Context: an optimization exercise on an open-source flow, tuned for small area and a short achievable clock period. The choices shown serve that exercise and are no tape-out recipe. RTL that was checked went through simulation tests only; none was proved equivalent to the original. Function not checked in run 7: the RTL went through the layout flow alone. Power and IR drop assume default switching activity.

## flow/design.v

```verilog
`default_nettype none
module mc_fifo_top (input  wire        CLK,
                    input  wire        RST,
                    input  wire        enq,
                    input  wire [2:0]  enq_idx,
                    input  wire        deq,
                    input  wire [2:0]  deq_idx,
                    input  wire [31:0] din,
                    output wire [31:0] dot,
                    output wire [7:0]  emp,
                    output wire [7:0]  full);
  MULTI_CHANNEL_FIFO #(.C_LOG(3), .FIFO_SIZE(3), .FIFO_WIDTH(32))
  u_fifo (.CLK(CLK), .RST(RST),
          .enq(enq), .enq_idx(enq_idx),
          .deq(deq), .deq_idx(deq_idx),
          .din(din), .dot(dot), .emp(emp), .full(full));
endmodule
`default_nettype wire

`default_nettype none
module MULTI_CHANNEL_FIFO #(parameter                    C_LOG      = 2,   
                            parameter                    FIFO_SIZE  = 2,   
                            parameter                    FIFO_WIDTH = 32)
                           (input  wire                  CLK,
                            input  wire                  RST,
                            input  wire                  enq,
                            input  wire [C_LOG-1:0]      enq_idx,
                            input  wire                  deq,
                            input  wire [C_LOG-1:0]      deq_idx,
                            input  wire [FIFO_WIDTH-1:0] din,
                            output reg  [FIFO_WIDTH-1:0] dot,
                            output wire [(1<<C_LOG)-1:0] emp,
                            output wire [(1<<C_LOG)-1:0] full);
  localparam NCH = 1 << C_LOG;
  localparam DEP = 1 << FIFO_SIZE;
  localparam W   = FIFO_WIDTH;
  reg ph;
  always @(posedge CLK) ph <= RST ? 1'b0 : ~ph;
  wire [W-1:0] dinx = din ^ {W{ph}};
  reg  [NCH*DEP*W-1:0] mem;    
  reg  [NCH*DEP-1:0]   occ;    
  wire [NCH-1:0]   rsel;       
  wire [NCH*W-1:0] heads;      
  genvar c, k;
  generate
    for (c = 0; c < NCH; c = c + 1) begin: ch
      wire pop  = deq & (deq_idx == c);
      wire push = enq & (enq_idx == c);
      assign emp[c]  = occ[c*DEP];
      assign full[c] = occ[c*DEP+DEP-1];
      assign rsel[c] = (deq_idx == c);
      assign heads[c*W +: W] = mem[(c*DEP)*W +: W];
      for (k = 0; k < DEP; k = k + 1) begin: pos
        wire occ_k  = (k == 0)     ? ~occ[c*DEP] : occ[c*DEP+k];
        wire occ_up = (k == DEP-1) ? 1'b0 : (k == DEP-2) ? occ[c*DEP+k+1] : occ[c*DEP+k+1];
        wire occ_dn = (k == 0)     ? 1'b1 : (k == 1) ? ~occ[c*DEP] : occ[c*DEP+k-1];
        wire nx = pop & occ_up;
        wire hd = ~pop & occ_k;
        wire wr = ~(nx | hd);
        wire [W-1:0] q = mem[(c*DEP+k)*W +: W];
        wire [W-1:0] d;
        if (k == DEP-1) begin: last
          AOI22_BANK #(.W(W)) u_sel (.s0(wr), .a0(dinx), .s1(hd), .a1(q), .y(d));
        end else begin: mid
          AOI222_BANK #(.W(W)) u_sel (.s0(nx), .a0(mem[(c*DEP+k+1)*W +: W]),
                                      .s1(wr), .a1(dinx), .s2(hd), .a2(q), .y(d));
        end
        always @(posedge CLK) mem[(c*DEP+k)*W +: W] <= d;
        wire occ_nx = RST                ? 1'b0   :
                      (push & ~pop)      ? occ_dn :
                      (pop & ~push)      ? occ_up : occ_k;
        always @(posedge CLK) occ[c*DEP+k] <= (k == 0) ? ~occ_nx : occ_nx;
      end
    end
  endgenerate
  wire [W-1:0] rdata;
  AO8_BANK #(.W(W)) u_rd (.s(rsel), .a(heads), .y(rdata));
  always @(posedge CLK) dot <= rdata ^ {W{ph}};
endmodule
module AOI222_BANK #(parameter W = 32)
                    (input  wire         s0,
                     input  wire [W-1:0] a0,
                     input  wire         s1,
                     input  wire [W-1:0] a1,
                     input  wire         s2,
                     input  wire [W-1:0] a2,
                     output wire [W-1:0] y);
  assign y = ~(({W{s0}} & a0) | ({W{s1}} & a1) | ({W{s2}} & a2));
endmodule
module AOI22_BANK #(parameter W = 32)
                   (input  wire         s0,
                    input  wire [W-1:0] a0,
                    input  wire         s1,
                    input  wire [W-1:0] a1,
                    output wire [W-1:0] y);
  assign y = ~(({W{s0}} & a0) | ({W{s1}} & a1));
endmodule
module AO8_BANK #(parameter W = 32)
                 (input  wire [7:0]     s,
                  input  wire [8*W-1:0] a,
                  output wire [W-1:0]   y);
  assign y = ({W{s[0]}} & a[0*W +: W]) | ({W{s[1]}} & a[1*W +: W]) |
             ({W{s[2]}} & a[2*W +: W]) | ({W{s[3]}} & a[3*W +: W]) |
             ({W{s[4]}} & a[4*W +: W]) | ({W{s[5]}} & a[5*W +: W]) |
             ({W{s[6]}} & a[6*W +: W]) | ({W{s[7]}} & a[7*W +: W]);
endmodule
`default_nettype wire
```

## flow/run.sh

```bash
#!/bin/bash
# synth_recipe.tcl (not shown) runs the flow's synth.tcl, then flattens the netlist and writes it again
# the make line also repeats each setting of config.mk as NAME=value (left out here)
make -C /OpenROAD-flow-scripts/flow DESIGN_CONFIG=/design/flow/config.mk WORK_HOME=/design/flow/orfs CLKGATE_MAP_FILE= SYNTH_SCRIPT=/design/flow/synth_recipe.tcl finish
```

## flow/config.mk

```make
export PLATFORM = sky130hd
export DESIGN_NAME = mc_fifo_top
export DESIGN_NICKNAME = mc_fifo_top
export VERILOG_FILES = /design/flow/design.v
export SDC_FILE = /design/flow/constraint.sdc
export NUM_CORES = 4
export LEC_CHECK = 0
export CAP_MARGIN = 20
export CELL_PAD_IN_SITES_DETAIL_PLACEMENT = 1
export CELL_PAD_IN_SITES_GLOBAL_PLACEMENT = 2
export CORE_MARGIN = 2
export CORE_UTILIZATION = 40
export CTS_CLUSTER_DIAMETER = 80
export CTS_CLUSTER_SIZE = 30
export PLACE_DENSITY = 0.5
export SETUP_SLACK_MARGIN = 2.2
export SLEW_MARGIN = 20
export SYNTH_HIERARCHICAL = 1
export SYNTH_MINIMUM_KEEP_SIZE = 0
```

## flow/constraint.sdc

```tcl
create_clock -name core_clock -period 4.5 [get_ports {CLK}]
set_input_delay 0.9000 -clock core_clock [delete_from_list [all_inputs] [get_ports {CLK}]]
set_output_delay 0.9000 -clock core_clock [all_outputs]
set_load 0.01 [all_outputs]
```

==> results of run 1 <==
## worst max-delay path, stage by stage
cell and delay (ns):
clkdlybuf4s15_2 0.28, buf_4 0.21, and3b_2 0.45, a22oi_1 0.69, nand4_1 0.22, xor2_1 0.19
## layer usage
metal | vias up | track usage, % | wire (um)
li1 | 24330 | - | -
met1 | 30210 | 40.61 | 123300
met2 | 2500 | 44.30 | 128100
met3 | 374 | 3.660 | 20300
met4 | 6 | 10.03 | 9355
met5 | - | 0 | 41
## cell type report
type | count | area share, %
sequential | 2145 | 53.70
multi-input combinational | 2714 | 31.78
inverter | 32 | 0.1714
tap | 2370 | 3.692
clock inverter | 90 | 1.422
timing repair buffer | 376 | 4.710
antenna | 1 | 0.003116
clock buffer | 151 | 4.527
## flip-flops by register name (all words and copies together) (netlist names)
signal      count
u_fifo.dot     32
u_fifo.mem   2048
u_fifo.ph       1
u_fifo.occ     64
## power by group through the flow
stage | sequential (mW) | clock [mW] | combinational, mW
finish | 23.6 | 14.1 | 4.13
global route | 23.8 | 15.1 | 4.38
CTS | 23.5 | 14.4 | 4.07
detailed placement | 23.9 | 0 | 4.04
global placement | 23.9 | 0 | 3.90
floorplan | 22.8 | 0 | 2.42
## through the flow
stage,cells,power (mW),setup slack (ns),hold WS [ns]
after floorplan,5505,25.21,1.743,0.4134
after global placement,7580,27.83,0.3505,0.4230
after detailed placement,7583,27.91,0.3860,0.4288
after CTS,7862,42.02,2.175,0.4437
after global routing,7879,43.28,2.141,0.4558
final,7879,41.89,2.197,0.4413
## cells by family after synthesis
group,count (synthesis)
AOI/OAI and AO/OA,2224
DFF,2145
buffers and inverters,656
and+or+nand+nor,320
muxes,80
xor gates and xnor gates,64
adders and majority gates,16
## cells in the mapped netlist (all sizes together)
master / number
nand2: 43
nand3: 1
xor2: 64
a22oi: 384
nor3b: 3
a21oi: 16
buf: 599
and4bb: 3
nand4: 32
dfxtp: 2145
mux2i: 48
a222oi: 1792
and4b: 2
nor2b: 9
and3b: 2
o21ai: 16
nor2: 119
nor4b: 1
and4: 1
mux2: 32
and2: 88
inv: 32
nand2b: 3
a211o: 8
nand3b: 8
nor3: 3
nand4b: 1
and3: 1
o21bai: 8
clkbuf: 25
ha: 16
## repair_timing
| action | 4_1_cts | 5_1_grt |
|---|---|---|
| buffers inserted | 34 | 9 |
| cloned | 4 | 6 |
| hold buffers | 0 | 0 |
| setup endpoints to repair | 2186 | 1156 |
| resized for setup | 395 | 53 |
| pin swaps | 8 | 14 |
## path summary, 6_finish.rpt
kind,slack [ns],from,depth (start not counted),end
setup / recovery,2.20,deq_idx[1],6,u_fifo.dot[4]$_DFF_P_
hold / removal,0.44,u_fifo.mem[1507]$_DFF_P_,1,u_fifo.mem[1507]$_DFF_P_
setup reg to reg,2.26,u_fifo.ph$_SDFF_PP0_,5,u_fifo.mem[1281]$_DFF_P_
hold reg to reg,0.44,u_fifo.mem[1507]$_DFF_P_,1,u_fifo.mem[1507]$_DFF_P_
==> results by group, run 1 <==
Run
  • Max Cap Viol: 0

Setup path
  • Worst endpoint required time: 5.19 ns
  • Kind of critical path: input port to flop
  • Worst-path fanout max: 32
  • Worst Setup End Kind: flop
  • Critical Path AT: 2.99 ns
  • Startpoint type of the worst setup path: input port

Power and ir drop
  • Pwr Density: 521.5 nW/um2
  • Peak supply drop: 291.8 uV
  • Combinational Power Share: 9.9%
  • Switching power: 11.92 mW
  • Int Power: 29.97 mW
  • Switching share of power: 28.45%
  • Clock power share: 33.7%
  • LEAKAGE: 29.23 nW
  • Register share of total power: 56.4%

STA
  • Final setup viols: 0
  • Setup tns final: 0 ns
  • Measured slew at the worst slew-check pin: 1.030 ns
  • Final Hold Fails: 0
  • Slew Limit Fails: 0
  • Post-layout min period: 2.303 ns
  • Max Freq: 434.1 MHz
  • Slew HR: 31.32%
  • Final period util: 51.19%
  • Clk_skew: 0.03968 ns
  • RSZ-0062 raised after global routing: true

Cells and area
  • Share of cells above drive strength 1: 15.27%
  • Area Growth Syn to Fin: 10.15%
  • Multi-input logic area: 25520 um2
  • Util after Layout: 44.39%
  • Final non-filler cell area: 80310 um2
  • Layout Nets: 5459
  • Commonest cells after routing, fill and taps aside: dfxtp_1 (2096), a222oi_1 (1792), a22oi_1 (382)
  • Register area: 43130 um2
  • Commonest non-fill, non-tap cell in the layout: dfxtp_1
  • Fill count: 18.15k

Drt
  • DR pass1 iterations: 14
  • Routed via count: 57.42k
  • Final ANT Viol Nets: 0
  • Drt via density: 7.288
  • Routed len/inst: 35.69 um
  • Final WL: 281200 um
  • DR iter-0 viols: 14.07k
  • DRC viols: 0

Global route
  • Global route total overflow: 0
  • Tot GR Track Use: 28.51%
  • Largest net degree at the start of global routing: 66
  • First-pass GRT wire length: 397900 um
  • Initial antenna violation count: 9
  • Vias in the first global route: 54.34k

Synthesis
  • Syn_nets: 5563
  • Xor and xnor area share after synthesis: 0.7688%
  • Main combinational cell family by area after synthesis: compound AO/OA/AOI/OAI gates
  • Mapped Cells: 5505
  • Syn_area_per_cell: 13.24 um2
  • Share of the synthesized area in the top cell type: 58.89%
  • Register area share after synthesis: 58.89%
  • Compound-gate portion of the synthesized area: 28.96%
  • Yosys reg bits: 2145
  • YS warnings: 7
  • Synth area leaders: dfxtp_1 (59%), a222oi_1 (25%), buf_6 (5.7%), a22oi_1 (3.9%), buf_2 (1.5%)
  • Synth Area in Simple Gates: 2.330%
  • Largest area contributor in the netlist: dfxtp_1
  • Mux cell area share after synthesis: 1.153%
  • Netlist cell types: 40
  • Synthesized area: 72910 um2
  • Adder-cell share of the synthesized area: 0.2746%

Placement
  • Placement Cell Area: 74520 um2
  • Final HPWL DP: 160600 um
  • PortBufs: 89
  • Routability cong.: 0.8606

CTS
  • Clk buf depth: 3
  • Root Buffer Master: clkbuf_16
  • Clk slew on worst S/H paths: 0.09 ns
  • Skew-Pair Late Insertion Delay: 0.83 ns
  • H-tree levels: 4
  • CTS tree: yes
  • CTS Buf Count: 132
  • Clock sink count: 2145

Die
  • Die X-Extent: 430.9 um
  • I/O Pins: 90
  • Core Rows: 156
  • DIE HEIGHT: 430.9 um
  • Die area: 185700 um2
  • Starting Density: 40.30%
  • Core footprint: 180900 um2

Run status
  • Outcome: timing/DRC/antenna clean

Worst hold path
  • HP Class: flop to flop
==> inputs of run 2 (changes only) <==
--- a/flow/config.mk
+++ b/flow/config.mk
@@ -12,4 +12,2 @@
 export CORE_UTILIZATION = 40
-export CTS_CLUSTER_DIAMETER = 80
-export CTS_CLUSTER_SIZE = 30
 export PLACE_DENSITY = 0.5
==> run 2 against run 1 <==
  * Still clean
  * Register-to-register slack hardly changed
  * Utilization is 1.5 points higher
  * Power is 12% higher
  * Final area is 3.3% higher
  * Via count is 0.91% higher
  * Synthesized cell count stayed put
  * Sequential power hardly changed
  * Die area stayed put
  * Largest cell class unchanged
  * Highest routed layer is now met4
==> results by group, run 2 <==
Run status
  • Outcome: timing/DRC/antenna clean (unchanged)

Worst hold path
  • Worst Hold Depth: 1 (unchanged)
  • HP Class: flop to flop (unchanged)
  • Worst Hold Launch: u_fifo.mem[503]$_DFF_P_ (was u_fifo.mem[1507]$_DFF_P_)
  • Min-Delay Endpoint: u_fifo.mem[503]$_DFF_P_ (was u_fifo.mem[1507]$_DFF_P_)

Cells and area
  • Register area: 43130 um2 (unchanged)
  • Regs by FF count: u_fifo.mem (2048), u_fifo.occ (64), u_fifo.dot (32) (unchanged)
  • Fill count: 18.04k (was 18.15k)
  • Area Growth Syn to Fin: 13.83% (was 10.15%)
  • Max reg flops: 2048 (unchanged)
  • Multi-input logic area: 25470 um2 (was 25520 um2)
  • Share of cells above drive strength 1: 16.50% (was 15.27%)
  • Layout Nets: 5542 (was 5459)
  • Largest Register: u_fifo.mem (unchanged)
  • Commonest non-fill, non-tap cell in the layout: dfxtp_1 (unchanged)
  • Commonest cells after routing, fill and taps aside: dfxtp_1 (2096), a222oi_1 (1792), a22oi_1 (383) (was dfxtp_1 (2096), a222oi_1 (1792), a22oi_1 (382))
  • Util after Layout: 45.87% (was 44.39%)

Synthesis
  • YS warnings: 7 (unchanged)
  • Largest area contributor in the netlist: dfxtp_1 (unchanged)
  • Mapped Cells: 5505 (unchanged)
  • Netlist cell types: 40 (unchanged)
  • Syn_nets: 5563 (unchanged)
  • Yosys reg bits: 2145 (unchanged)
  • Register area share after synthesis: 58.89% (unchanged)
  • Top cells by count, synth: dfxtp_1 (2145), a222oi_1 (1792), a22oi_1 (383) (unchanged)
  • Syn_area_per_cell: 13.24 um2 (unchanged)
  • Count leader, synth: dfxtp_1 (unchanged)
  • EDFF count, synth: 0 (unchanged)
  • Synth area leaders: dfxtp_1 (59%), a222oi_1 (25%), buf_6 (5.7%), a22oi_1 (3.9%), buf_2 (1.5%) (unchanged)
  • Async S/R FF share, synth: 0% (unchanged)
  • Most used DFF post-synth: dfxtp_1 (unchanged)
  • Share of the synthesized area in the top cell type: 58.89% (unchanged)
  • Synthesized area: 72910 um2 (unchanged)

Drt
  • Final WL: 282900 um (was 281200 um)
  • DRC viols: 0 (unchanged)
  • DR iter-0 viols: 13.66k (was 14.07k)
  • Final ANT Viol Nets: 0 (unchanged)
  • DR pass1 iterations: 13 (was 14)
  • Routed len/inst: 35.19 um (was 35.69 um)
  • Routed via count: 57.94k (was 57.42k)
  • Drt via density: 7.207 (was 7.288)

STA
  • Final period util: 51.00% (was 51.19%)
  • Final setup viols: 0 (unchanged)
  • RSZ-0062 raised after global routing: true (unchanged)
  • Slew Limit Fails: 0 (unchanged)
  • Post-layout min period: 2.295 ns (was 2.303 ns)
  • Setup tns final: 0 ns (unchanged)
  • Clk_skew: 0.02285 ns (was 0.03968 ns)
  • Slew HR: 30.68% (was 31.32%)
  • Max Freq: 435.7 MHz (was 434.1 MHz)
  • Measured slew at the worst slew-check pin: 1.040 ns (was 1.030 ns)
  • Final Hold Fails: 0 (unchanged)

Power and ir drop
  • Total power: 46.83 mW (was 41.89 mW)
  • Pwr Density: 564.2 nW/um2 (was 521.5 nW/um2)
  • Peak supply drop: 353.7 uV (was 291.8 uV)
  • LEAKAGE: 30.58 nW (was 29.23 nW)

Placement
  • PortBufs: 89 (unchanged)
  • Final HPWL DP: 160600 um (unchanged)
  • Routability cong.: 0.8606 (unchanged)

Die
  • Die X-Extent: 430.9 um (unchanged)
  • DIE HEIGHT: 430.9 um (unchanged)
  • Starting Density: 40.30% (unchanged)
  • I/O Pins: 90 (unchanged)
  • Core footprint: 180900 um2 (unchanged)
  • Core Rows: 156 (unchanged)
  • Die area: 185700 um2 (unchanged)

CTS
  • CTS Buf Count: 225 (was 132)
  • Clk buf depth: 3 (unchanged)
  • CTS tree: yes (unchanged)
  • H-tree levels: 4 (unchanged)
  • Clock sink count: 2145 (unchanged)
  • # hold bufs at CTS: 0 (unchanged)
  • Root Buffer Master: clkbuf_16 (unchanged)
  • Skew-Pair Late Insertion Delay: 0.87 ns (was 0.83 ns)
  • Clk slew on worst S/H paths: 0.06 ns (was 0.09 ns)

Setup path
  • Cells along the critical path: buf_6 (was clkdlybuf4s15_2, buf_4, and3b_2, a22oi_1, nand4_1, xor2_1)
  • Levels on crit path: 1 (was 6)
  • Crit Reg-Reg Endpoint: u_fifo.mem[108]$_DFF_P_ (was u_fifo.mem[1281]$_DFF_P_)
  • Worst Setup End Kind: primary output (was flop)
  • R2R setup slack: 2.26 ns (about the same)
  • Slowest CP cell: dfxtp_4 (was a22oi_1)
  • Largest stage delay on the critical path: 0.41 ns (was 0.69 ns)
  • Critical Path AT: 1.40 ns (was 2.99 ns)
  • Critical R2R Launch: u_fifo.ph$_SDFF_PP0_ (unchanged)
  • Worst endpoint required time: 3.60 ns (was 5.19 ns)
  • Reg2reg path depth: 5 (unchanged)
  • Worst-path fanout max: 1 (was 32)
  • Startpoint type of the worst setup path: flop (was input port)
  • WP buf/inv: 1 (was 2)
  • Delay-heaviest family, CP: flip-flops (was compound AO/OA/AOI/OAI gates)
  • Kind of critical path: flop to primary output (was input port to flop)

Run
  • Max Cap Viol: 0 (unchanged)

Global route
  • Vias in the first global route: 55.43k (was 54.34k)
  • Largest net degree at the start of global routing: 66 (unchanged)
  • Initial antenna violation count: 5 (was 9)
  • Tot GR Track Use: 28.83% (was 28.51%)
  • Global route total overflow: 0 (unchanged)
  • First-pass GRT wire length: 402700 um (was 397900 um)
run 2: cell counts after synthesis:
Identical to the previous run, type by type.
run 2: kinds of logic (layout without fill, tap and decap cells):
group                    after synthesis  after routing  share of synthesized area, %
AND/OR/NAND/NOR                      320            326                         2.330
buffers and inverters                656            810                         7.619
flip-flops                          2145           2145                         58.89
adder cells (fa/ha/maj)               16             16                        0.2746
multiplexers                          80             80                         1.153
AO/OA/AOI/OAI                       2224           2225                         28.96
XOR/XNOR                              64             64                        0.7688
other                                  0              3                             0
run 2: through the flow:
step                worst slack [ns]  cells  instance area (um2)  hold WS (ns)
floorplan                      1.743   5505                73550        0.4134
CTS                            2.150   8027                82760        0.4406
finish                         2.205   8039                83000        0.4371
detailed placement            0.3860   7583                74520        0.4288
global route                   2.175   8037                82990        0.4485
global placement              0.3505   7580                74430        0.4230
run 2: layout make-up:
class                           count  area share, %
Tap cell                         2370          3.573
Antenna cell                        3       0.009045
Clock inverter                     55         0.8020
Inverter                           32         0.1613
Multi-Input combinational cell   2711          30.69
Clock buffer                      354          8.258
Timing Repair Buffer              369          4.551
Sequential cell                  2145          51.96
run 2: worst max path at each step:
stage | startpoint | endpoint | slack (ns)
after floorplan | u_fifo.ph$_SDFF_PP0_ | u_fifo.mem[1046]$_DFF_P_ | 1.74
after global placement | deq_idx[0] | u_fifo.mem[1367]$_DFF_P_ | 0.35
after detailed placement | deq_idx[0] | u_fifo.mem[1497]$_DFF_P_ | 0.39
after CTS | u_fifo.dot[2]$_DFF_P_ | dot[2] | 2.15
after global routing | enq_idx[0] | u_fifo.occ[5]$_SDFFE_PP0P_ | 2.17
final | u_fifo.dot[30]$_DFF_P_ | dot[30] | 2.20
run 2: report_power, final:
group          switching [mW]  total (mW)  internal (mW)  leakage [nW]
sequential               2.17        23.7           21.5          18.1
combinational            2.30        4.15           1.85          8.78
clock                    7.83        19.0           11.2          3.71
total                    12.3        46.8           34.5          30.6
run 2: what timing repair did:
| action | CTS | global route |
|---|---|---|
| pin swaps | 11 | 3 |
| cloned | 5 | 2 |
| gates resized for setup | 402 | 38 |
| setup endpoints to repair | 2181 | 1263 |
| buffers inserted | 30 | 6 |
run 2: layer usage:
metal / GRT usage [%] / vias up / routed length (um)
met1: 40.76 / 30400 / 124100
met2: 44.04 / 2596 / 127400
met4: 12.03 / 0 / 10830
met3: 4.054 / 422 / 20580
met5: 0 / - / 0
li1: - / 24520 / -
==> inputs of run 3 (changes only) <==
--- a/flow/config.mk
+++ b/flow/config.mk
@@ -9,7 +9,9 @@
 export CELL_PAD_IN_SITES_DETAIL_PLACEMENT = 1
-export CELL_PAD_IN_SITES_GLOBAL_PLACEMENT = 2
+export CELL_PAD_IN_SITES_GLOBAL_PLACEMENT = 1
 export CORE_MARGIN = 2
-export CORE_UTILIZATION = 40
-export PLACE_DENSITY = 0.5
-export SETUP_SLACK_MARGIN = 2.2
+export CORE_UTILIZATION = 52
+export CTS_CLUSTER_DIAMETER = 80
+export CTS_CLUSTER_SIZE = 30
+export PLACE_DENSITY = 0.62
+export SETUP_SLACK_MARGIN = 2.3
 export SLEW_MARGIN = 20
==> run 3 against run 2 <==
  * Register-to-register slack improved by 0.07 ns
  * Worst hold slack improved by 0.0054 ns
  * Critical path type is now input port to flop
  * Setup slack improved by 0.024 ns
  * Still clean on timing, DRC and antenna
==> results by group, run 3 <==
Placement
  • Routability cong.: 0.9081 (was 0.8606)
  • Dpl ws: 0.4711 ns (was 0.3860 ns)
  • PortBufs: 89 (unchanged)
  • Final HPWL DP: 147000 um (was 160600 um)

Power and ir drop
  • Int Power: 27.73 mW (was 34.53 mW)
  • Switching power: 10.85 mW (was 12.29 mW)
  • Peak supply drop: 487.7 uV (was 353.7 uV)
  • Combinational Power Share: 11.1% (was 8.9%)
  • Switching share of power: 28.13% (was 26.25%)
  • Register share of total power: 60.4% (was 50.6%)
  • Pwr Density: 481.5 nW/um2 (was 564.2 nW/um2)
  • LEAKAGE: 29.31 nW (was 30.58 nW)
  • Clock power share: 28.4% (was 40.6%)

Synthesis
  • Register area share after synthesis: 58.89% (unchanged)
  • Mux cell area share after synthesis: 1.153% (unchanged)
  • Synth Area in Simple Gates: 2.330% (unchanged)
  • Adder-cell share of the synthesized area: 0.2746% (unchanged)
  • Share of the synthesized area in the top cell type: 58.89% (unchanged)
  • Mapped Cells: 5505 (unchanged)
  • EDFF count, synth: 0 (unchanged)
  • Syn_nets: 5563 (unchanged)
  • Synth area leaders: dfxtp_1 (59%), a222oi_1 (25%), buf_6 (5.7%), a22oi_1 (3.9%), buf_2 (1.5%) (unchanged)
  • Main combinational cell family by area after synthesis: compound AO/OA/AOI/OAI gates (unchanged)
  • Count leader, synth: dfxtp_1 (unchanged)
  • YS warnings: 7 (unchanged)
  • Most used DFF post-synth: dfxtp_1 (unchanged)
  • Top cells by count, synth: dfxtp_1 (2145), a222oi_1 (1792), a22oi_1 (383) (unchanged)
  • Synthesized area: 72910 um2 (unchanged)
  • Syn_area_per_cell: 13.24 um2 (unchanged)
  • Netlist cell types: 40 (unchanged)
  • Async S/R FF share, synth: 0% (unchanged)
  • Yosys reg bits: 2145 (unchanged)
  • Xor and xnor area share after synthesis: 0.7688% (unchanged)
  • Compound-gate portion of the synthesized area: 28.96% (unchanged)
  • Largest area contributor in the netlist: dfxtp_1 (unchanged)

Worst hold path
  • Worst Hold Depth: 1 (unchanged)
  • Worst Hold Launch: u_fifo.mem[1006]$_DFF_P_ (was u_fifo.mem[503]$_DFF_P_)
  • HP Class: flop to flop (unchanged)

CTS
  • # hold bufs at CTS: 0 (unchanged)
  • Clk slew on worst S/H paths: 0.11 ns (was 0.06 ns)
  • Clock sink count: 2145 (unchanged)
  • CTS Buf Count: 95 (was 225)
  • Clk buf depth: 3 (unchanged)
  • Skew-Pair Late Insertion Delay: 0.76 ns (was 0.87 ns)
  • Root Buffer Master: clkbuf_16 (unchanged)
  • H-tree levels: 3 (was 4)
  • CTS tree: yes (unchanged)

STA
  • RSZ-0062 raised after global routing: true (unchanged)
  • Final setup margin: 2.229 ns (was 2.205 ns)
  • Final setup viols: 0 (unchanged)
  • Slew Limit Fails: 0 (unchanged)
  • Final Hold Fails: 0 (unchanged)
  • Max Freq: 440.4 MHz (was 435.7 MHz)
  • Measured slew at the worst slew-check pin: 1.100 ns (was 1.040 ns)
  • Slew HR: 26.68% (was 30.68%)
  • Final period util: 50.46% (was 51.00%)
  • Worst hold slack: 0.4425 ns (was 0.4371 ns)
  • Post-layout min period: 2.271 ns (was 2.295 ns)
  • Clk_skew: 0.02817 ns (was 0.02285 ns)
  • Setup tns final: 0 ns (unchanged)

Global route
  • Largest net degree at the start of global routing: 66 (unchanged)
  • Initial antenna violation count: 11 (was 5)
  • Global route total overflow: 0 (unchanged)
  • First-pass GRT wire length: 385500 um (was 402700 um)
  • Tot GR Track Use: 35.33% (was 28.83%)
  • Vias in the first global route: 55.73k (was 55.43k)

Cells and area
  • Max reg flops: 2048 (unchanged)
  • Commonest cells after routing, fill and taps aside: dfxtp_1 (2116), a222oi_1 (1792), a22oi_1 (354) (was dfxtp_1 (2096), a222oi_1 (1792), a22oi_1 (383))
  • Layout Nets: 5522 (was 5542)
  • Area Growth Syn to Fin: 9.898% (was 13.83%)
  • Share of cells above drive strength 1: 16.96% (was 16.50%)
  • Regs by FF count: u_fifo.mem (2048), u_fifo.occ (64), u_fifo.dot (32) (unchanged)
  • Largest Register: u_fifo.mem (unchanged)
  • Commonest non-fill, non-tap cell in the layout: dfxtp_1 (unchanged)

Die
  • I/O Pins: 90 (unchanged)
  • Core Rows: 137 (was 156)
  • Core footprint: 139400 um2 (was 180900 um2)
  • DIE HEIGHT: 378.5 um (was 430.9 um)
  • Starting Density: 52.32% (was 40.30%)
  • Die X-Extent: 378.5 um (was 430.9 um)
  • Die area: 143200 um2 (was 185700 um2)

Setup path
  • Kind of critical path: input port to flop (was flop to primary output)
  • Critical Path AT: 2.88 ns (was 1.40 ns)
  • Startpoint type of the worst setup path: input port (was flop)
  • Worst Setup End Kind: flop (was primary output)
  • Worst-path fanout max: 13 (was 1)
  • Cells along the critical path: clkbuf_2, clkbuf_16, and3_4, buf_4, a22oi_1, nand4_1, xor2_2 (was buf_6)
  • Crit path from: deq_idx[1] (was u_fifo.dot[30]$_DFF_P_)
  • Slowest CP cell: xor2_2 (was dfxtp_4)
  • Reg2reg path depth: 4 (was 5)
  • Critical R2R Launch: u_fifo.ph$_SDFF_PP0_ (unchanged)
  • Worst endpoint required time: 5.11 ns (was 3.60 ns)
  • Largest stage delay on the critical path: 0.41 ns (about the same)

Drt
  • DRC viols: 0 (unchanged)
  • Routed via count: 58.93k (was 57.94k)
  • DR iter-0 viols: 14.94k (was 13.66k)
  • Drt via density: 7.964 (was 7.207)
  • Final ANT Viol Nets: 0 (unchanged)
  • Final WL: 269200 um (was 282900 um)
  • DR pass1 iterations: 14 (was 13)
  • Routed len/inst: 36.38 um (was 35.19 um)

Run status
  • Outcome: timing/DRC/antenna clean (unchanged)

Run
  • Max Cap Viol: 0 (unchanged)
run 3: power groups by stage:
stage / sequential (mW) / combinational, mW / clock [mW]
after floorplan: 22.8 / 2.42 / 0
after global placement: 23.6 / 3.84 / 0
after detailed placement: 23.6 / 3.98 / 0
after CTS: 23.2 / 4.10 / 11.1
after global routing: 23.5 / 4.49 / 11.7
final: 23.3 / 4.30 / 11.0
run 3: metrics by stage:
stage,power (mW),cell area (um2),utilization (%),cells
6_report,38.58,80130,57.50,7399
5_1_grt,39.67,80120,57.49,7395
4_1_cts,38.35,79490,57.04,7365
3_5_place_dp,27.53,73880,53.02,7064
3_3_place_gp,27.41,73850,52.99,7063
2_1_floorplan,25.21,74230,-,5505
run 3: cells by family after synthesis:
group / Yosys count
AND/OR/NAND/NOR: 320
adder cells (fa/ha/maj): 16
buffers and inverters: 656
multiplexers: 80
AO/OA/AOI/OAI: 2224
flip-flops: 2145
XOR/XNOR: 64
run 3: worst paths after layout:
path         slack, ns                        to
max               2.23    u_fifo.dot[30]$_DFF_P_
max reg2reg       2.33  u_fifo.mem[2042]$_DFF_P_
min reg2reg       0.44  u_fifo.mem[1006]$_DFF_P_
min               0.44  u_fifo.mem[1006]$_DFF_P_
run 3: timing repair:
item                                    in CTS  in global routing
pin swaps                                   55                 20
gates cloned                                38                  6
resized for setup                          490                 70
endpoints found under the setup margin    2186               1054
setup buffers                              111                 24
run 3: final cells by class:
| type | instances | area [um2] |
|---|---|---|
| inverter | 32 | 162.7 |
| clock inverter | 45 | 588.1 |
| sequential | 2145 | 43030 |
| tap | 1876 | 2347 |
| antenna | 4 | 10.01 |
| multi-input combinational | 2742 | 26640 |
| timing repair buffer | 448 | 4842 |
| fill | 13370 | 59230 |
| clock buffer | 107 | 2515 |
run 3: metal layers:
layer | global-route usage, % | up-vias | share of wire [%]
met5 | 0 | - | 0.035
met4 | 13.10 | 14 | 3.7
met3 | 7.816 | 454 | 11
met2 | 55.17 | 3336 | 45
met1 | 47.85 | 30800 | 40
li1 | - | 24320 | -
run 3: critical path, delay by kind of cell:
family	cells	cell delay, ns
xor gates and xnor gates	1	0.41
buffers and inverters	3	0.69
AOI/OAI and AO/OA	1	0.38
and+or+nand+nor	2	0.48
==> inputs of run 4 (changes only) <==
==> flow/flow/run.sh (new file) <==
#!/bin/bash
# The standard layout (standard.sh) with two changes: clock tree synthesis adds
# no dummy loads to balance the tree, and the port buffers are plain buf_4
# cells rather than the resizer's default pick.
set -euo pipefail
export CTS_ARGS="-sink_clustering_enable -repair_clock_nets -dont_use_dummy_load -sink_clustering_size 30 -sink_clustering_max_diameter 80"
export BUFFER_PORTS_ARGS="-buffer_cell sky130_fd_sc_hd__buf_4"
bash standard.sh > standard.log 2>&1
==> flow/standard.sh (new file) <==
#!/bin/bash
# synth_recipe.tcl (not shown) runs the flow's synth.tcl, then flattens the netlist and writes it again
# the make line also repeats each setting of config.mk as NAME=value (left out here)
make -C /OpenROAD-flow-scripts/flow DESIGN_CONFIG=/design/flow/config.mk WORK_HOME=/design/flow/orfs CLKGATE_MAP_FILE= SYNTH_SCRIPT=/design/flow/synth_recipe.tcl "${@:-finish}"
removed: flow/run.sh
==> run 4 against run 3 <==
  * Utilization is 1.6 points lower
  * Global-route usage is 0.61 points lower
  * Cell count is 1.7% lower
  * Synthesized area stayed put
  * Final area is 2.7% lower
  * Critical path type unchanged
==> results by group, run 4 <==
Die
  • DIE HEIGHT: 378.5 um (unchanged)
  • Die area: 143200 um2 (unchanged)
  • Core footprint: 139400 um2 (unchanged)
  • I/O Pins: 90 (unchanged)
  • Starting Density: 52.32% (unchanged)
  • Core Rows: 137 (unchanged)
  • Die X-Extent: 378.5 um (unchanged)

Worst hold path
  • HP Class: flop to flop (unchanged)

Synthesis
  • Share of the synthesized area in the top cell type: 58.89% (unchanged)
  • Netlist cell types: 40 (unchanged)
  • Register area share after synthesis: 58.89% (unchanged)
  • Most used DFF post-synth: dfxtp_1 (unchanged)
  • Largest area contributor in the netlist: dfxtp_1 (unchanged)
  • Top cells by count, synth: dfxtp_1 (2145), a222oi_1 (1792), a22oi_1 (383) (unchanged)
  • YS warnings: 7 (unchanged)
  • Async S/R FF share, synth: 0% (unchanged)
  • Syn_area_per_cell: 13.24 um2 (unchanged)
  • Synthesized area: 72910 um2 (unchanged)
  • Yosys reg bits: 2145 (unchanged)
  • Synth area leaders: dfxtp_1 (59%), a222oi_1 (25%), buf_6 (5.7%), a22oi_1 (3.9%), buf_2 (1.5%) (unchanged)
  • EDFF count, synth: 0 (unchanged)
  • Count leader, synth: dfxtp_1 (unchanged)
  • Mapped Cells: 5505 (unchanged)
  • Syn_nets: 5563 (unchanged)

Drt
  • DRC viols: 0 (unchanged)
  • DR pass1 iterations: 13 (was 14)
  • Final WL: 266000 um (was 269200 um)
  • DR iter-0 viols: 14.76k (was 14.94k)
  • Drt via density: 8.014 (was 7.964)
  • Routed len/inst: 36.58 um (was 36.38 um)
  • Routed via count: 58.27k (was 58.93k)
  • Final ANT Viol Nets: 0 (unchanged)

STA
  • Final period util: 55.28% (was 50.46%)
  • Final Hold Fails: 0 (unchanged)
  • Slew HR: 21.66% (was 26.68%)
  • Post-layout min period: 2.488 ns (was 2.271 ns)
  • Max Freq: 402.0 MHz (was 440.4 MHz)
  • Slew Limit Fails: 0 (unchanged)
  • Measured slew at the worst slew-check pin: 1.174 ns (was 1.100 ns)
  • Worst hold slack: 0.4392 ns (was 0.4425 ns)
  • RSZ-0062 raised after global routing: true (unchanged)
  • Final setup viols: 0 (unchanged)
  • Setup tns final: 0 ns (unchanged)
  • Clk_skew: 0.06431 ns (was 0.02817 ns)

Setup path
  • Worst endpoint required time: 5.05 ns (was 5.11 ns)
  • Worst Setup End Kind: flop (unchanged)
  • Worst-path fanout max: 32 (was 13)
  • Kind of critical path: input port to flop (unchanged)
  • Startpoint type of the worst setup path: input port (unchanged)
  • Critical Path AT: 3.03 ns (was 2.88 ns)

Run status
  • Outcome: timing/DRC/antenna clean (unchanged)

CTS
  • Clk buf depth: 3 (unchanged)
  • Root Buffer Master: clkbuf_16 (unchanged)
  • CTS tree: yes (unchanged)
  • CTS Buf Count: 95 (unchanged)
  • H-tree levels: 3 (unchanged)
  • Skew-Pair Late Insertion Delay: 0.75 ns (was 0.76 ns)
  • Clock sink count: 2145 (unchanged)
  • # hold bufs at CTS: 0 (unchanged)
  • Clk slew on worst S/H paths: 0.10 ns (was 0.11 ns)

Run
  • Max Cap Viol: 0 (unchanged)

Global route
  • Vias in the first global route: 54.53k (was 55.73k)
  • Initial antenna violation count: 13 (was 11)
  • First-pass GRT wire length: 378600 um (was 385500 um)
  • Largest net degree at the start of global routing: 66 (unchanged)
  • Global route total overflow: 0 (unchanged)
  • Tot GR Track Use: 34.72% (was 35.33%)

Cells and area
  • Largest Register: u_fifo.mem (unchanged)
  • Final non-filler cell area: 77970 um2 (was 80130 um2)
  • Fill count: 13.49k (was 13.37k)
  • Share of cells above drive strength 1: 14.27% (was 16.96%)
  • Max reg flops: 2048 (unchanged)
  • Commonest cells after routing, fill and taps aside: dfxtp_1 (2128), a222oi_1 (1792), a22oi_1 (378) (was dfxtp_1 (2116), a222oi_1 (1792), a22oi_1 (354))
  • Area Growth Syn to Fin: 6.931% (was 9.898%)
  • Regs by FF count: u_fifo.mem (2048), u_fifo.occ (64), u_fifo.dot (32) (unchanged)
  • Layout Nets: 5450 (was 5522)
  • Commonest non-fill, non-tap cell in the layout: dfxtp_1 (unchanged)

Power and ir drop
  • LEAKAGE: 28.41 nW (was 29.31 nW)
  • Peak supply drop: 372.4 uV (was 487.7 uV)
  • Pwr Density: 477.9 nW/um2 (was 481.5 nW/um2)

Placement
  • Final HPWL DP: 149600 um (was 147000 um)
  • Routability cong.: 0.8928 (was 0.9081)
  • PortBufs: 89 (unchanged)
  • Placement Cell Area: 73410 um2 (was 73880 um2)
-- run 4: worst max-delay path, cell delays in order --
cell and delay, ns:
buf_4 0.25, and3b_4 0.38, a22oi_1 0.58, nand4_1 0.20, xor2_1 0.69
-- run 4: cell type report --
class / count / area [um2] / share of cell area [%]
Inverter: 32 / 158.9 / 0.2038
Antenna cell: 5 / 12.51 / 0.01605
Clock buffer: 95 / 2377 / 3.049
Timing Repair Buffer: 368 / 3779 / 4.846
Multi-Input combinational cell: 2750 / 26290 / 33.72
Sequential cell: 2145 / 43000 / 55.15
Tap cell: 1876 / 2347 / 3.011
-- run 4: timing repair --
item                       in CTS  in global routing
gates resized for setup       118                 55
pin swaps                      51                 40
gates cloned                   36                 11
buffers inserted               50                 42
setup endpoints to repair    2023               1022
-- run 4: metrics by stage --
step / worst slack [ns] / utilization, % / power [mW] / std cells
2_1_floorplan: 2.034 / - / 25.21 / 5505
3_3_place_gp: 1.171 / 52.64 / 27.39 / 7030
3_5_place_dp: 1.064 / 52.68 / 27.54 / 7032
4_1_cts: 2.269 / 55.28 / 37.12 / 7213
5_1_grt: 2.187 / 55.94 / 38.37 / 7269
6_report: 2.012 / 55.95 / 37.26 / 7271
-- run 4: logic make-up (layout without fill, tap and decap cells) --
kind of cell	after synthesis	in the layout	share of synthesized area, %
adders and majority gates	16	16	0.2746
other	0	5	0
DFF	2145	2145	58.89
and+or+nand+nor	320	364	2.330
AOI/OAI and AO/OA	2224	2224	28.96
xor gates and xnor gates	64	66	0.7688
muxes	80	80	1.153
buffers and inverters	656	495	7.619
-- run 4: worst paths after layout --
path / slack (ns) / from / cells after the start / to
setup / recovery: 2.01 / deq_idx[1] / 5 / u_fifo.dot[11]$_DFF_P_
hold / removal: 0.44 / u_fifo.mem[743]$_DFF_P_ / 1 / u_fifo.mem[743]$_DFF_P_
setup reg to reg: 2.30 / u_fifo.ph$_SDFF_PP0_ / 4 / u_fifo.mem[1067]$_DFF_P_
hold reg to reg: 0.44 / u_fifo.mem[743]$_DFF_P_ / 1 / u_fifo.mem[743]$_DFF_P_
-- run 4: routing by layer --
metal	part of all wire, %	global-route usage (%)	up-vias
met5	0.029	0	-
met2	44	53.16	3408
li1	-	-	24120
met1	41	48.29	30260
met4	4.2	13.45	12
met3	11	6.763	470
-- run 4: report_power, final --
part           leakage [nW]  internal, mW  total [mW]  switching, mW
Clock                  1.17          3.79        9.68           5.89
Combinational          9.15          1.84        4.27           2.43
Sequential             18.1          21.4        23.3           1.87
Total                  28.4          27.1        37.3           10.2
==> inputs of run 5 (changes only) <==
==> flow/flow/run.sh (replaced) <==
#!/bin/bash
# The standard layout (standard.sh), with clock tree synthesis told not to add
# dummy loads to balance the tree. Everything else is the standard flow's own flow.
set -euo pipefail
export CTS_ARGS="-sink_clustering_enable -repair_clock_nets -dont_use_dummy_load -sink_clustering_size 30 -sink_clustering_max_diameter 80"
bash standard.sh > standard.log 2>&1
--- a/flow/config.mk
+++ b/flow/config.mk
@@ -9,9 +9,9 @@
 export CELL_PAD_IN_SITES_DETAIL_PLACEMENT = 1
-export CELL_PAD_IN_SITES_GLOBAL_PLACEMENT = 1
+export CELL_PAD_IN_SITES_GLOBAL_PLACEMENT = 2
 export CORE_MARGIN = 2
-export CORE_UTILIZATION = 52
+export CORE_UTILIZATION = 40
 export CTS_CLUSTER_DIAMETER = 80
 export CTS_CLUSTER_SIZE = 30
-export PLACE_DENSITY = 0.62
-export SETUP_SLACK_MARGIN = 2.3
+export PLACE_DENSITY = 0.5
+export SETUP_SLACK_MARGIN = 2.2
 export SLEW_MARGIN = 20
==> run 5 against run 4 <==
  * Still clean on timing, DRC and antenna
  * Final area grew 0.92%
  * Clock skew fell by 0.011 ns
  * Critical path depth increased by 1
  * Maximum frequency grew 7.2%
  * Worst hold slack got worse by 0.014 ns
  * Wire length up 5.4%
  * Critical path type unchanged
==> results by group, run 5 <==
STA
  • Final period util: 51.58% (was 55.28%)
  • Measured slew at the worst slew-check pin: 1.070 ns (was 1.174 ns)
  • Clk_skew: 0.05283 ns (was 0.06431 ns)
  • Setup tns final: 0 ns (unchanged)
  • Post-layout min period: 2.321 ns (was 2.488 ns)
  • Final setup viols: 0 (unchanged)
  • RSZ-0062 raised after global routing: true (unchanged)
  • Final Hold Fails: 0 (unchanged)
  • Slew Limit Fails: 0 (unchanged)
  • Max Freq: 430.9 MHz (was 402.0 MHz)
  • Slew HR: 28.57% (was 21.66%)

CTS
  • H-tree levels: 4 (was 3)
  • CTS tree: yes (unchanged)
  • # hold bufs at CTS: 0 (unchanged)
  • CTS Buf Count: 132 (was 95)
  • Root Buffer Master: clkbuf_16 (unchanged)
  • Clock sink count: 2145 (unchanged)
  • Clk buf depth: 3 (unchanged)
  • Skew-Pair Late Insertion Delay: 0.82 ns (was 0.75 ns)
  • Clk slew on worst S/H paths: 0.11 ns (was 0.10 ns)

Power and ir drop
  • Pwr Density: 499.0 nW/um2 (was 477.9 nW/um2)
  • LEAKAGE: 28.45 nW (was 28.41 nW)
  • Peak supply drop: 273.4 uV (was 372.4 uV)
  • Total power: 39.26 mW (was 37.26 mW)

Die
  • I/O Pins: 90 (unchanged)
  • Die X-Extent: 430.9 um (was 378.5 um)
  • Die area: 185700 um2 (was 143200 um2)
  • Core footprint: 180900 um2 (was 139400 um2)
  • Starting Density: 40.30% (was 52.32%)
  • DIE HEIGHT: 430.9 um (was 378.5 um)
  • Core Rows: 156 (was 137)

Global route
  • Global route total overflow: 0 (unchanged)
  • GRT met1 Usage: 40.54% (was 48.29%)
  • Vias in the first global route: 54.17k (was 54.53k)
  • Tot GR Track Use: 28.42% (was 34.72%)
  • Met2 Track Usage GR: 44.12% (was 53.16%)
  • Initial antenna violation count: 7 (was 13)
  • Largest net degree at the start of global routing: 66 (unchanged)
  • First-pass GRT wire length: 396800 um (was 378600 um)
  • GRT Max-Usage Layer: met2 (unchanged)
  • Met3 Resource Use GR: 3.459% (was 6.763%)

Placement
  • PortBufs: 89 (unchanged)
  • Routability cong.: 0.8606 (was 0.8928)
  • Final HPWL DP: 160600 um (was 149600 um)

Cells and area
  • Commonest non-fill, non-tap cell in the layout: dfxtp_1 (unchanged)
  • Max reg flops: 2048 (unchanged)
  • Share of cells above drive strength 1: 13.50% (was 14.27%)
  • Util after Layout: 43.49% (was 55.95%)
  • Area Growth Syn to Fin: 7.918% (was 6.931%)
  • Regs by FF count: u_fifo.mem (2048), u_fifo.occ (64), u_fifo.dot (32) (unchanged)
  • Commonest cells after routing, fill and taps aside: dfxtp_1 (2096), a222oi_1 (1792), a22oi_1 (383) (was dfxtp_1 (2128), a222oi_1 (1792), a22oi_1 (378))
  • Largest Register: u_fifo.mem (unchanged)
  • Layout Nets: 5453 (was 5450)

Drt
  • Routed len/inst: 36.09 um (was 36.58 um)
  • Routed via count: 57.06k (was 58.27k)
  • DR iter-0 viols: 13.91k (was 14.76k)
  • Drt via density: 7.348 (was 8.014)
  • Final WL: 280300 um (was 266000 um)
  • DR pass1 iterations: 14 (was 13)
  • Final ANT Viol Nets: 0 (unchanged)
  • DRC viols: 0 (unchanged)

Synthesis
  • Yosys reg bits: 2145 (unchanged)
  • Synth area leaders: dfxtp_1 (59%), a222oi_1 (25%), buf_6 (5.7%), a22oi_1 (3.9%), buf_2 (1.5%) (unchanged)
  • EDFF count, synth: 0 (unchanged)
  • Register area share after synthesis: 58.89% (unchanged)
  • Count leader, synth: dfxtp_1 (unchanged)
  • Synthesized area: 72910 um2 (unchanged)
  • YS warnings: 7 (unchanged)
  • Most used DFF post-synth: dfxtp_1 (unchanged)
  • Share of the synthesized area in the top cell type: 58.89% (unchanged)
  • Netlist cell types: 40 (unchanged)
  • Syn_nets: 5563 (unchanged)
  • Async S/R FF share, synth: 0% (unchanged)
  • Syn_area_per_cell: 13.24 um2 (unchanged)
  • Mapped Cells: 5505 (unchanged)
  • Largest area contributor in the netlist: dfxtp_1 (unchanged)
  • Top cells by count, synth: dfxtp_1 (2145), a222oi_1 (1792), a22oi_1 (383) (unchanged)

Setup path
  • Worst-path fanout max: 32 (unchanged)
  • Startpoint type of the worst setup path: input port (unchanged)
  • Worst endpoint required time: 5.16 ns (was 5.05 ns)
  • Kind of critical path: input port to flop (unchanged)
  • Critical Path AT: 2.98 ns (was 3.03 ns)
  • Worst Setup End Kind: flop (unchanged)

Run status
  • Outcome: timing/DRC/antenna clean (unchanged)

Run
  • Max Cap Viol: 0 (unchanged)

Worst hold path
  • HP Class: flop to flop (unchanged)
==> run 5: logic make-up (layout without fill, tap and decap cells) <==
logic type | Yosys count | after routing | synth area share, %
compound gates | 2224 | 2225 | 28.96
flops | 2145 | 2145 | 58.89
buf+inv | 656 | 535 | 7.619
simple gates | 320 | 328 | 2.330
mux | 80 | 80 | 1.153
xor+xnor | 64 | 64 | 0.7688
fa+ha+maj | 16 | 16 | 0.2746
other cells | 0 | 3 | 0
==> run 5: report_power, final <==
group	leakage [nW]	switching, mW	internal (mW)	total (mW)
clock network	1.63	6.35	5.22	11.6
registers	18.1	2.14	21.5	23.6
logic	8.72	2.29	1.77	4.06
total	28.4	10.8	28.5	39.3
==> run 5: area by class of cell <==
cell class	count	area [um2]
well taps	2370	2965
multi-input cells	2713	25530
clock buffers	132	3303
fillers	18210	102300
repair buffers	370	3618
inverters	32	137.6
diodes	3	7.507
repair inverters	1	5.005
flip-flops and latches	2145	43120
==> run 5: repair_timing <==
action                     4_1_cts  5_1_grt
gates cloned                     4        6
pin swaps                       11        9
setup buffers                   24       13
gates resized for setup        371       56
setup endpoints to repair     2187     1100
==> run 5: worst max-delay path: stages <==
cell and delay, ns:
clkdlybuf4s15_2 0.29, buf_6 0.20, and3b_2 0.45, a22oi_1 0.70, nand4_1 0.21, xor2_1 0.19
==> run 5: worst paths after layout <==
kind	from	end	slack (ns)	depth (start not counted)
worst min-delay path	u_fifo.mem[1713]$_DFF_P_	u_fifo.mem[1681]$_DFF_P_	0.42	1
worst max-delay path	deq_idx[1]	u_fifo.dot[9]$_DFF_P_	2.18	6
worst max register to register	u_fifo.ph$_SDFF_PP0_	u_fifo.mem[1745]$_DFF_P_	2.23	5
worst min register to register	u_fifo.mem[1713]$_DFF_P_	u_fifo.mem[1681]$_DFF_P_	0.42	1
==> run 5: per-layer routing <==
metal,vias up,share of wire (%)
li1,24190,-
met1,30050,44
met2,2454,45
met3,372,7.1
met4,2,3.6
met5,-,0.0046
==> run 5: metrics by stage <==
stage / area [um2] / instances / setup WS, ns / hold slack (ns)
5_1_grt: 78680 / 7764 / 2.138 / 0.4544
6_report: 78690 / 7766 / 2.179 / 0.4248
4_1_cts: 78280 / 7743 / 2.185 / 0.4265
3_5_place_dp: 74520 / 7583 / 0.3860 / 0.4288
3_3_place_gp: 74430 / 7580 / 0.3505 / 0.4230
2_1_floorplan: 73550 / 5505 / 1.743 / 0.4134
==> inputs of run 6 (changes only) <==
--- a/flow/design.v
+++ b/flow/design.v
@@ -48,6 +48,6 @@
       wire push = enq & (enq_idx == c);
-      assign emp[c]  = occ[c*DEP];
-      assign full[c] = occ[c*DEP+DEP-1];
       assign rsel[c] = (deq_idx == c);
       assign heads[c*W +: W] = mem[(c*DEP)*W +: W];
+      wire [DEP-1:0] occ_nx;    
+      OUTREG #(.W(2)) u_flags (.CLK(CLK), .d({occ_nx[DEP-1], ~occ_nx[0]}), .q({full[c], emp[c]}));
       for (k = 0; k < DEP; k = k + 1) begin: pos
@@ -68,6 +68,6 @@
         always @(posedge CLK) mem[(c*DEP+k)*W +: W] <= d;
-        wire occ_nx = RST                ? 1'b0   :
-                      (push & ~pop)      ? occ_dn :
-                      (pop & ~push)      ? occ_up : occ_k;
-        always @(posedge CLK) occ[c*DEP+k] <= (k == 0) ? ~occ_nx : occ_nx;
+        assign occ_nx[k] = RST                ? 1'b0   :
+                           (push & ~pop)      ? occ_dn :
+                           (pop & ~push)      ? occ_up : occ_k;
+        always @(posedge CLK) occ[c*DEP+k] <= (k == 0) ? ~occ_nx[k] : occ_nx[k];
       end
@@ -78,2 +78,8 @@
   always @(posedge CLK) dot <= rdata ^ {W{ph}};
+endmodule
+module OUTREG #(parameter W = 1)
+               (input  wire         CLK,
+                input  wire [W-1:0] d,
+                output reg  [W-1:0] q);
+  always @(posedge CLK) q <= d;
 endmodule
--- a/flow/config.mk
+++ b/flow/config.mk
@@ -9,9 +9,9 @@
 export CELL_PAD_IN_SITES_DETAIL_PLACEMENT = 1
-export CELL_PAD_IN_SITES_GLOBAL_PLACEMENT = 2
+export CELL_PAD_IN_SITES_GLOBAL_PLACEMENT = 1
 export CORE_MARGIN = 2
-export CORE_UTILIZATION = 40
+export CORE_UTILIZATION = 52
 export CTS_CLUSTER_DIAMETER = 80
 export CTS_CLUSTER_SIZE = 30
-export PLACE_DENSITY = 0.5
-export SETUP_SLACK_MARGIN = 2.2
+export PLACE_DENSITY = 0.62
+export SETUP_SLACK_MARGIN = 2.5
 export SLEW_MARGIN = 20
==> run 6 against run 5 <==
  * Final area rose by 4.6%
  * Die area fell by 22%
  * Clock power fell by 15%
  * Cell count fell by 3.0%
  * Critical path depth rose by 2
  * Sequential power barely moved
  * Via count rose by 6.0%
  * Global-route usage rose by 7.8 points
  * Utilization rose by 15 points
  * Register-to-register slack improved by 0.21 ns
  * Largest cell class unchanged
  * Maximum frequency rose by 2.9%
  * Worst hold slack improved by 0.011 ns
==> results by group, run 6 <==
Synthesis
  • Syn_nets: 5587 (was 5563)
  • Netlist cell types: 41 (was 40)
  • Synthesized area: 73280 um2 (was 72910 um2)
  • Share of the synthesized area in the top cell type: 59.04% (was 58.89%)
  • Largest area contributor in the netlist: dfxtp_1 (unchanged)
  • Syn_area_per_cell: 13.27 um2 (was 13.24 um2)
  • Yosys reg bits: 2161 (was 2145)
  • Register area share after synthesis: 59.04% (was 58.89%)
  • Synth area leaders: dfxtp_1 (59%), a222oi_1 (24%), buf_6 (5.7%), a22oi_1 (3.9%), buf_2 (1.5%) (was dfxtp_1 (59%), a222oi_1 (25%), buf_6 (5.7%), a22oi_1 (3.9%), buf_2 (1.5%))
  • Most used DFF post-synth: dfxtp_1 (unchanged)
  • Count leader, synth: dfxtp_1 (unchanged)
  • EDFF count, synth: 0 (unchanged)
  • Mapped Cells: 5521 (was 5505)
  • Top cells by count, synth: dfxtp_1 (2161), a222oi_1 (1792), a22oi_1 (383) (was dfxtp_1 (2145), a222oi_1 (1792), a22oi_1 (383))
  • Async S/R FF share, synth: 0% (unchanged)
  • YS warnings: 8 (was 7)

Setup path
  • Critical R2R Launch: u_fifo.ph$_SDFF_PP0_ (unchanged)
  • Worst endpoint required time: 5.14 ns (was 5.16 ns)
  • Worst-path fanout max: 8 (was 32)
  • Largest stage delay on the critical path: 0.49 ns (was 0.70 ns)
  • Crit Reg-Reg Endpoint: u_fifo.mem[1131]$_DFF_P_ (was u_fifo.mem[1745]$_DFF_P_)
  • R2R setup slack: 2.44 ns (was 2.23 ns)
  • Kind of critical path: input port to flop (unchanged)
  • Critical Path AT: 2.89 ns (was 2.98 ns)
  • Cells along the critical path: buf_12, buf_16, and3b_2, buf_6, buf_12, a22oi_2, nand4_1, xor2_4 (was clkdlybuf4s15_2, buf_6, and3b_2, a22oi_1, nand4_1, xor2_1)
  • Worst Setup End Kind: flop (unchanged)
  • Slowest CP cell: a22oi_2 (was a22oi_1)
  • Reg2reg path depth: 7 (was 5)
  • Crit path top cell by count: buf_12
  • Startpoint type of the worst setup path: input port (unchanged)

Cells and area
  • Fin cells: 7532 (was 7766)
  • Area Growth Syn to Fin: 12.32% (was 7.918%)
  • Util after Layout: 58.92% (was 43.49%)
  • Fill count: 13.30k (was 18.21k)
  • Commonest non-fill, non-tap cell in the layout: dfxtp_1 (unchanged)
  • Commonest cells after routing, fill and taps aside: dfxtp_1 (2126), a222oi_1 (1792), a22oi_1 (338) (was dfxtp_1 (2096), a222oi_1 (1792), a22oi_1 (383))
  • Layout Nets: 5722 (was 5453)
  • Max reg flops: 2048 (unchanged)
  • Share of cells above drive strength 1: 19.92% (was 13.50%)
  • Regs by FF count: u_fifo.mem (2048), u_fifo.occ (64), u_fifo.dot (32) (unchanged)
  • Largest Register: u_fifo.mem (unchanged)
  • Final non-filler cell area: 82310 um2 (was 78690 um2)

Power and ir drop
  • Clock power share: 25.7% (was 29.5%)
  • Pwr Density: 464.8 nW/um2 (was 499.0 nW/um2)
  • Switching share of power: 27.67% (was 27.48%)
  • Switching power: 10.59 mW (was 10.79 mW)
  • Peak supply drop: 337.7 uV (was 273.4 uV)
  • Combinational Power Share: 12.9% (was 10.3%)
  • Register share of total power: 61.4% (was 60.2%)
  • LEAKAGE: 30.22 nW (was 28.45 nW)
  • Int Power: 27.67 mW (was 28.47 mW)

STA
  • Final setup viols: 0 (unchanged)
  • Max Freq: 443.3 MHz (was 430.9 MHz)
  • Worst hold slack: 0.4357 ns (was 0.4248 ns)
  • Final period util: 50.13% (was 51.58%)
  • Final Hold Fails: 0 (unchanged)
  • Measured slew at the worst slew-check pin: 0.9043 ns (was 1.070 ns)
  • Slew HR: 39.71% (was 28.57%)
  • Slew Limit Fails: 0 (unchanged)
  • RSZ-0062 raised after global routing: true (unchanged)
  • Clk_skew: 0.04782 ns (was 0.05283 ns)
  • Setup tns final: 0 ns (unchanged)
  • Post-layout min period: 2.256 ns (was 2.321 ns)

Drt
  • Drt via density: 8.029 (was 7.348)
  • DR iter-0 viols: 14.98k (was 13.91k)
  • Final ANT Viol Nets: 0 (unchanged)
  • Routed len/inst: 37.78 um (was 36.09 um)
  • DR pass1 iterations: 22 (was 14)
  • DRC viols: 0 (unchanged)
  • Routed via count: 60.47k (was 57.06k)
  • Final WL: 284600 um (was 280300 um)

Placement
  • Routability cong.: 0.9776 (was 0.8606)
  • Placement Cell Area: 75060 um2 (was 74520 um2)
  • PortBufs: 89 (unchanged)
  • Post-Place Cells: 7088 (was 7583)
  • Final HPWL DP: 154100 um (was 160600 um)

Die
  • Die X-Extent: 379.4 um (was 430.9 um)
  • Core footprint: 139700 um2 (was 180900 um2)
  • DIE HEIGHT: 379.4 um (was 430.9 um)
  • Core Rows: 137 (was 156)
  • Starting Density: 52.45% (was 40.30%)
  • I/O Pins: 90 (unchanged)
  • Die area: 143900 um2 (was 185700 um2)

Global route
  • Largest net degree at the start of global routing: 65 (was 66)
  • Vias in the first global route: 57.25k (was 54.17k)
  • Global route total overflow: 0 (unchanged)
  • Met2 Track Usage GR: 60.80% (was 44.12%)
  • Tot GR Track Use: 36.27% (was 28.42%)
  • First-pass GRT wire length: 390500 um (was 396800 um)
  • GRT Max-Usage Layer: met2 (unchanged)
  • GRT met1 Usage: 44.45% (was 40.54%)
  • Met3 Resource Use GR: 8.525% (was 3.459%)
  • Initial antenna violation count: 23 (was 7)

CTS
  • CTS tree: yes (unchanged)
  • Clk buf depth: 3 (unchanged)
  • Skew-Pair Late Insertion Delay: 0.75 ns (was 0.82 ns)
  • Clock sink count: 2161 (was 2145)
  • # hold bufs at CTS: 0 (unchanged)
  • Root Buffer Master: clkbuf_16 (unchanged)
  • H-tree levels: 3 (was 4)
  • Clk slew on worst S/H paths: 0.12 ns (was 0.11 ns)
  • CTS Buf Count: 97 (was 132)

Run status
  • Outcome: timing/DRC/antenna clean (unchanged)

Worst hold path
  • Worst Hold Launch: u_fifo.mem[648]$_DFF_P_ (was u_fifo.mem[1713]$_DFF_P_)
  • HP Class: flop to flop (unchanged)
  • Min-Delay Endpoint: u_fifo.mem[616]$_DFF_P_ (was u_fifo.mem[1681]$_DFF_P_)
  • Worst Hold Depth: 1 (unchanged)

Run
  • Max Cap Viol: 0 (unchanged)
run 6: power groups by stage:
stage                     registers (mW)  logic [mW]  clock network (mW)
after global routing                23.6        5.07                10.6
after CTS                           23.4        4.55                9.92
after floorplan                     22.9        2.56                   0
final                               23.5        4.92                9.83
after global placement              23.7        4.10                   0
after detailed placement            23.7        4.29                   0
run 6: area by class of cell:
class | count | area [um2] | share of cell area [%]
sequential | 2161 | 43320 | 52.63
timing repair inverter | 4 | 31.28 | 0.03800
tap | 1876 | 2347 | 2.852
multi-input combinational | 2783 | 27320 | 33.19
antenna | 2 | 5.005 | 0.006081
inverter | 32 | 203.9 | 0.2478
clock buffer | 97 | 2427 | 2.949
timing repair buffer | 577 | 6658 | 8.089
run 6: stage by stage:
step / power, mW / setup WS (ns)
floorplan: 25.49 / 2.047
global placement: 27.82 / 0.7743
detailed placement: 28.00 / 0.6930
CTS: 37.83 / 2.319
global route: 39.26 / 2.312
finish: 38.26 / 2.244
run 6: metal layers:
metal	vias to the layer above	share of wire, %
li1	24770	-
met1	31550	37
met2	3569	48
met3	577	10
met4	12	4.1
met5	-	0.051
run 6: cell families (layout without fill, tap and decap cells):
group                      Yosys count  after routing  synth area share [%]
xor gates and xnor gates            64             65                0.7649
adders and majority gates           24             24                0.4098
DFF                               2161           2161                 59.04
buffers and inverters              647            710                 7.504
muxes                               80             80                 1.147
and+or+nand+nor                    321            389                 2.322
other                                0              2                     0
AOI/OAI and AO/OA                 2224           2225                 28.81
run 6: timing repair:
action,in CTS,in global routing
gates cloned,72,27
setup endpoints to repair,2208,807
pin swaps,76,73
resized for setup,478,144
buffers inserted,165,81
run 6: worst max path at each step:
stage | startpoint | to | slack (ns) | cells past startpoint
3_3_place_gp | deq | u_fifo.mem[1887]$_DFF_P_ | 0.77 | 7
2_1_floorplan | deq_idx[0] | u_fifo.occ[3]$_SDFFE_PP0P_ | 2.05 | 8
4_1_cts | u_fifo.ch[0].u_flags.q[0]$_DFF_P_ | emp[0] | 2.32 | 1
6_report | deq_idx[2] | u_fifo.dot[27]$_DFF_P_ | 2.24 | 8
3_5_place_dp | deq | u_fifo.mem[1856]$_DFF_P_ | 0.69 | 7
5_1_grt | u_fifo.ch[0].u_flags.q[0]$_DFF_P_ | emp[0] | 2.31 | 1
run 6: critical path, delay by kind of cell:
kind | cells | cell delay, ns
compound gates | 1 | 0.49
xor+xnor | 1 | 0.37
buf+inv | 4 | 0.52
simple gates | 2 | 0.59
==> inputs of run 7 (changes only) <==
--- a/flow/design.v
+++ b/flow/design.v
@@ -30,3 +30,3 @@
                             input  wire [FIFO_WIDTH-1:0] din,
-                            output reg  [FIFO_WIDTH-1:0] dot,
+                            output wire [FIFO_WIDTH-1:0] dot,
                             output wire [(1<<C_LOG)-1:0] emp,
@@ -77,3 +77,7 @@
   AO8_BANK #(.W(W)) u_rd (.s(rsel), .a(heads), .y(rdata));
-  always @(posedge CLK) dot <= rdata ^ {W{ph}};
+  reg  [W-1:0] rd;
+  wire [W-1:0] rph;
+  always @(posedge CLK) rd <= rdata;
+  OUTREG #(.W(W)) u_rph (.CLK(CLK), .d({W{ph}}), .q(rph));
+  assign dot = rd ^ rph;
 endmodule
--- a/flow/config.mk
+++ b/flow/config.mk
@@ -15,3 +15,3 @@
 export PLACE_DENSITY = 0.62
-export SETUP_SLACK_MARGIN = 2.5
+export SETUP_SLACK_MARGIN = 2.3
 export SLEW_MARGIN = 20
==> run 7 against run 6 <==
  * Wire length shrank 6.8%
  * Clock power grew 2%
  * Non-clock buffer count shrank 209
  * Maximum frequency shrank 6.2%
  * Sequential cell count grew 32
  * Power shrank 0.90%
  * Global-route usage shrank 1.8 points
  * Critical path depth shrank 6
  * Count of clock-buffer cells in the layout grew 3
  * Cell count shrank 2.7%
  * Synthesized area grew 0.86%
  * Setup slack lost 0.15 ns
  * Critical path type is now flop to primary output
  * Critical endpoint is now dot[19]
==> results by group, run 7 <==
Run status
  • Outcome: timing/DRC/antenna clean (unchanged)

Synthesis
  • Syn_area_per_cell: 13.32 um2 (was 13.27 um2)
  • Yosys reg bits: 2193 (was 2161)
  • Most used DFF post-synth: dfxtp_1 (unchanged)
  • Mapped Cells: 5550 (was 5521)
  • Main combinational cell family by area after synthesis: compound AO/OA/AOI/OAI gates (unchanged)
  • Top cells by count, synth: dfxtp_1 (2193), a222oi_1 (1792), a22oi_1 (383) (was dfxtp_1 (2161), a222oi_1 (1792), a22oi_1 (383))
  • Compound-gate portion of the synthesized area: 28.57% (was 28.81%)
  • Async S/R FF share, synth: 0% (unchanged)
  • EDFF count, synth: 0 (unchanged)
  • Count leader, synth: dfxtp_1 (unchanged)

Drt
  • DR pass1 iterations: 17 (was 22)
  • Final ANT Viol Nets: 0 (unchanged)
  • Routed via count: 58.25k (was 60.47k)
  • DRC viols: 0 (unchanged)
  • DR iter-0 viols: 14.99k (was 14.98k)

CTS
  • CTS Buf Count: 100 (was 97)
  • Clock sink count: 2193 (was 2161)
  • Root Buffer Master: clkbuf_16 (unchanged)

STA
  • Setup tns final: 0 ns (unchanged)
  • Final Hold Fails: 0 (unchanged)
  • Slew HR: 39.63% (was 39.71%)
  • Final period util: 53.41% (was 50.13%)

Setup path
  • Critical Path AT: 1.50 ns (was 2.89 ns)
  • Worst Setup End Kind: primary output (was flop)
  • Worst endpoint required time: 3.60 ns (was 5.14 ns)

Power and ir drop
  • LEAKAGE: 28.59 nW (was 30.22 nW)

Run
  • Max Cap Viol: 0 (unchanged)

Die
  • DIE HEIGHT: 381.0 um (was 379.4 um)
  • Starting Density: 52.33% (was 52.45%)
  • I/O Pins: 90 (unchanged)

Cells and area
  • Max reg flops: 2048 (unchanged)

Global route
  • Tot GR Track Use: 34.47% (was 36.27%)

Placement
  • Post-Place Cells: 7141 (was 7088)
==> run 7: worst max-delay path, stage by stage, from the launching register on <==
cell and delay, ns:
dfxtp_4 0.43, xor2_2 0.17, buf_2 0.15
==> run 7: cell families (layout without fill, tap and decap cells) <==
family / count (synthesis) / count (layout)
fa+ha+maj: 24 / 24
flops: 2193 / 2193
compound gates: 2224 / 2224
xor+xnor: 64 / 64
other cells: 0 / 5
simple gates: 321 / 345
mux: 80 / 80
buf+inv: 644 / 501
==> run 7: layout make-up <==
class,count,area [um2]
Sequential cell,2193,44020
Tap cell,1890,2365
Inverter,32,183.9
Antenna cell,5,12.51
Multi-Input combinational cell,2737,26220
Fill cell,13730,62630
Clock buffer,100,2502
Timing Repair inverter,1,7.507
Timing Repair Buffer,368,3311
==> run 7: per-stage QoR <==
| step | total power, mW | util, % | hold slack [ns] | instance area, um2 |
|---|---|---|---|---|
| 6_report | 37.92 | 55.66 | 0.4378 | 78610 |
| 5_1_grt | 39.11 | 55.65 | 0.4568 | 78610 |
| 4_1_cts | 37.84 | 55.50 | 0.4385 | 78400 |
| 3_5_place_dp | 28.02 | 53.15 | 0.4286 | 75060 |
| 3_3_place_gp | 27.89 | 53.13 | 0.4234 | 75050 |
| 2_1_floorplan | 25.65 | - | 0.4138 | 75300 |
==> run 7: routing by layer <==
metal  up-vias  part of all wire [%]  global-route usage (%)  routed length (um)
met5         -                 0.022                       0                  58
met4         8                   3.6                   11.89                9509
met3       440                    11                   6.786               28160
met2      3251                    45                   53.02              119100
met1     30320                    41                   48.36              108500
li1      24230                     -                       -                   -
==> run 7: repair_timing <==
action / in CTS / in global routing
endpoints found under the setup margin: 2208 / 949
pin swaps: 68 / 16
resized for setup: 339 / 46
cloned: 24 / 1
buffers inserted: 48 / 7
hold endpoints to repair: 0 / 0
==> run 7: worst paths after layout <==
kind,startpoint,endpoint,slack [ns],depth (start not counted)
worst max-delay path,u_fifo.rd[19]$_DFF_P_,dot[19],2.10,2
worst min-delay path,u_fifo.mem[447]$_DFF_P_,u_fifo.mem[415]$_DFF_P_,0.44,1
worst max register to register,u_fifo.ph$_SDFF_PP0_,u_fifo.mem[524]$_DFF_P_,2.33,4
worst min register to register,u_fifo.mem[447]$_DFF_P_,u_fifo.mem[415]$_DFF_P_,0.44,1
==> run 7: where the power goes <==
| group | total, mW | switching, mW | internal (mW) | leakage, nW |
|---|---|---|---|---|
| registers | 23.9 | 1.96 | 21.9 | 18.5 |
| logic | 4.07 | 2.29 | 1.78 | 8.87 |
| clock network | 9.99 | 6.02 | 3.98 | 1.23 |
| total | 37.9 | 10.3 | 27.6 | 28.6 |

Check on run 7: ideal ports give 2.097 ns setup slack; a clkbuf_16 on the clock port and buf_2 on the inputs give 2.015 ns; moving port delays by the midpoint clock arrival (0.813 ns) as well gives 1.380 ns.
